What follows belongs to an exercise in optimizing a design on an open flow for small area, a short achievable clock period and few clock cycles per item; a production flow would make more cautious choices.
The RTL was checked by simulation tests, not by an equivalence proof against the original design.

==> flow/design.v (excerpt) <==
module fpu_top (
  input logic   clk,
  input logic   reset,
  input logic [15:0] a,
  input logic [15:0] b,
  output logic [15:0] quotient,product,sum,
  input logic start,
  output logic [4:0]  flags,
  output logic valid
);
localparam int K = 4;    
logic [15:0]  prod_d;
logic [11:0]  add_m_d;
logic [4:0]   add_e_d;
logic         add_s_d;
logic         mul_un_d, mul_ov_d;
logic [K-1:0] fhi_d;
logic [10:0]  rem_d;
logic         qsign_d, qov_d, qun_d;
logic [4:0]   qexp_d;
fpu_add_pre add_pre (.x(a), .y(b), .m(add_m_d), .eb(add_e_d), .sb(add_s_d));
fpu_mul_comb mult (.x(a), .y(b), .product(prod_d), .underflag(mul_un_d), .overflag(mul_ov_d));
fpu_div_pre #(.K(K)) div_pre (
    .x(a), .y(b), .fhi(fhi_d), .rem(rem_d), .sign(qsign_d), .exp(qexp_d),
    .overflag(qov_d), .underflag(qun_d)
);
logic [11:0]  add_m_q;
logic [4:0]   add_e_q;
logic         add_s_q, add_exc;
logic [14:0]  prod_q;
logic         mul_un_q, mul_ov_q;
logic [K-1:0] fhi_q;
logic [10:0]  rem_q;
logic [9:0]   fb_q;
logic         qsign_q, qov_q, qun_q;
logic [4:0]   qexp_q;
always_ff @(posedge clk) begin
    if (start) begin
        add_m_q   <= add_m_d;
        add_e_q   <= add_e_d;
        add_s_q   <= add_s_d;
        prod_q    <= prod_d[14:0];
        mul_un_q  <= mul_un_d;
        mul_ov_q  <= mul_ov_d;
        fhi_q     <= fhi_d;
        rem_q     <= rem_d;
        fb_q      <= b[9:0];
        qsign_q   <= qsign_d;
        qexp_q    <= qexp_d;
        qov_q     <= qov_d;
        qun_q     <= qun_d;
    end
end
always_ff @(posedge clk or negedge reset) begin
    if (!reset)
        valid <= 1'b0;
    else if (start)
        valid <= 1'b1;
end
fpu_div_post #(.K(K)) div_post (
    .fhi(fhi_q), .rem(rem_q), .fb(fb_q), .sign(qsign_q), .exp(qexp_q),
    .overflag(qov_q), .underflag(qun_q), .quotient(quotient)
);
fpu_add_post add_post (.m(add_m_q), .eb(add_e_q), .sb(add_s_q), .sum(sum), .exc(add_exc));
assign product = {qsign_q, prod_q};    
assign flags   = {add_exc, qov_q, qun_q, mul_un_q, mul_ov_q};
endmodule
Size: about 1900 cells after synthesis, roughly 69 flip-flops, about 13000 um2 of cells after synthesis.
==> flow/config.mk <==
export PLATFORM = sky130hd
export DESIGN_NAME = fpu_top
export DESIGN_NICKNAME = fpu_top
export VERILOG_FILES = /design/flow/design.v
export SDC_FILE = /design/flow/constraint.sdc
export NUM_CORES = 4
export LEC_CHECK = 0
export ABC_AREA = 1
export CAP_MARGIN = 20
export CORE_MARGIN = 2
export CORE_UTILIZATION = 60
export CTS_BUF_LIST = sky130_fd_sc_hd__clkbuf_8
export PLACE_DENSITY = 0.75
export SLEW_MARGIN = 20
==> flow/constraint.sdc <==
create_clock -name core_clock -period 45.0 [get_ports {clk}]
set_input_delay 9.0000 -clock core_clock [delete_from_list [all_inputs] [get_ports {clk}]]
set_output_delay 9.0000 -clock core_clock [all_outputs]
set_load 0.01 [all_outputs]
standard.sh (not shown) runs the stock make flow with config.mk's settings and CLKGATE_MAP_FILE= SYNTH_SCRIPT=/design/flow/synth_recipe.tcl, a recipe that flattens the netlist after the stock synthesis.
==> flow/flow/run.sh <==
#!/bin/bash
# Own flow: the standard layout (standard.sh), with two changes:
#  - synthesis maps the logic with ABC's area-oriented mapper (flow/abc_area.script:
#    strash; dch; map -a) instead of ORFS's ABC script; everything else in synthesis,
#    including flip-flop mapping, flattening and renaming, is the standard flow's own script;
#  - port buffers are sky130_fd_sc_hd__buf_2 cells.
set -euo pipefail
W=$PWD
# ORFS synth.tcl with the ABC script replaced, right after its preamble.
sed "s|^source \$::env(SCRIPTS_DIR)/synth_preamble.tcl\$|&\nset abc_args [lreplace \$abc_args 1 1 $W/flow/abc_area.script]|" \
    "$FLOW_HOME/scripts/synth.tcl" > "$W/own_synth.tcl"
grep -q "own\|abc_area.script" "$W/own_synth.tcl"
sed "s|source \$::env(SCRIPTS_DIR)/synth.tcl|source $W/own_synth.tcl|" synth_recipe.tcl > "$W/own_synth_recipe.tcl"
grep -q own_synth.tcl "$W/own_synth_recipe.tcl"
sed -e "s|SYNTH_SCRIPT=[^ ]*|SYNTH_SCRIPT=$W/own_synth_recipe.tcl 'BUFFER_PORTS_ARGS=-buffer_cell sky130_fd_sc_hd__buf_2' SETUP_SLACK_MARGIN=26|" standard.sh > "$W/own_standard.sh"
grep -q own_synth_recipe.tcl "$W/own_standard.sh"
bash "$W/own_standard.sh" > "$W/own_flow.log" 2>&1
==> flow/flow/abc_area.script <==
strash
dch
map -a
topo
stime -c
The first run went through all stages and came out clean.
Testbench counts at the start, summed over its fixed seeds: cycles 8,000, ops 8,000.
Then changed:
--- a/flow/flow/run.sh
+++ b/flow/flow/run.sh
@@ -14,3 +14,3 @@
 grep -q own_synth.tcl "$W/own_synth_recipe.tcl"
-sed -e "s|SYNTH_SCRIPT=[^ ]*|SYNTH_SCRIPT=$W/own_synth_recipe.tcl 'BUFFER_PORTS_ARGS=-buffer_cell sky130_fd_sc_hd__buf_2' SETUP_SLACK_MARGIN=26|" standard.sh > "$W/own_standard.sh"
+sed -e "s|SYNTH_SCRIPT=[^ ]*|SYNTH_SCRIPT=$W/own_synth_recipe.tcl 'BUFFER_PORTS_ARGS=-buffer_cell sky130_fd_sc_hd__buf_2' SETUP_SLACK_MARGIN=27|" standard.sh > "$W/own_standard.sh"
 grep -q own_synth_recipe.tcl "$W/own_standard.sh"
First-iteration DRC count came out higher by 17%.
Wire length rose by about 7%.
Synthesized cell count does not change.
Sequential cell count does not change.
Critical path depth decreases by 3.
Via count increases by 3.7%.
Clock-buffer cell count stays the same.
Global-route usage rises by 0.57 points.
Die area stays the same.
Final cell count rises by about 2.2%.

[static timing again, ports no longer ideal]
In the flow no input, the clock included, has a driving cell. The finished layouts below were timed again as built, in two steps.
Step 1 assumes that a clkbuf_16 drives the clock port and a buf_2 every other input.
Step 2 moves the port delays by t, midway between the first and last clock arrival at a register: inputs arrive t later, outputs are due t later. That takes back most of the time a late clock gives input paths.
Three values: ideal, step 1, step 2; two values: the first two.
run | t (ns) | setup WS [ns] | worst slew at a driven data input, ns
the first run | 0.406 | 26.817 / 26.807 / 26.420 | 0.04
the second run | 0.409 | 27.308 / 27.267 / 27.125 | 0.05
After both steps every run listed still meets setup and hold. For the first run, which loses most, drivers alone change the setup slack by -0.010 ns; drivers and shift together by -0.397 ns.
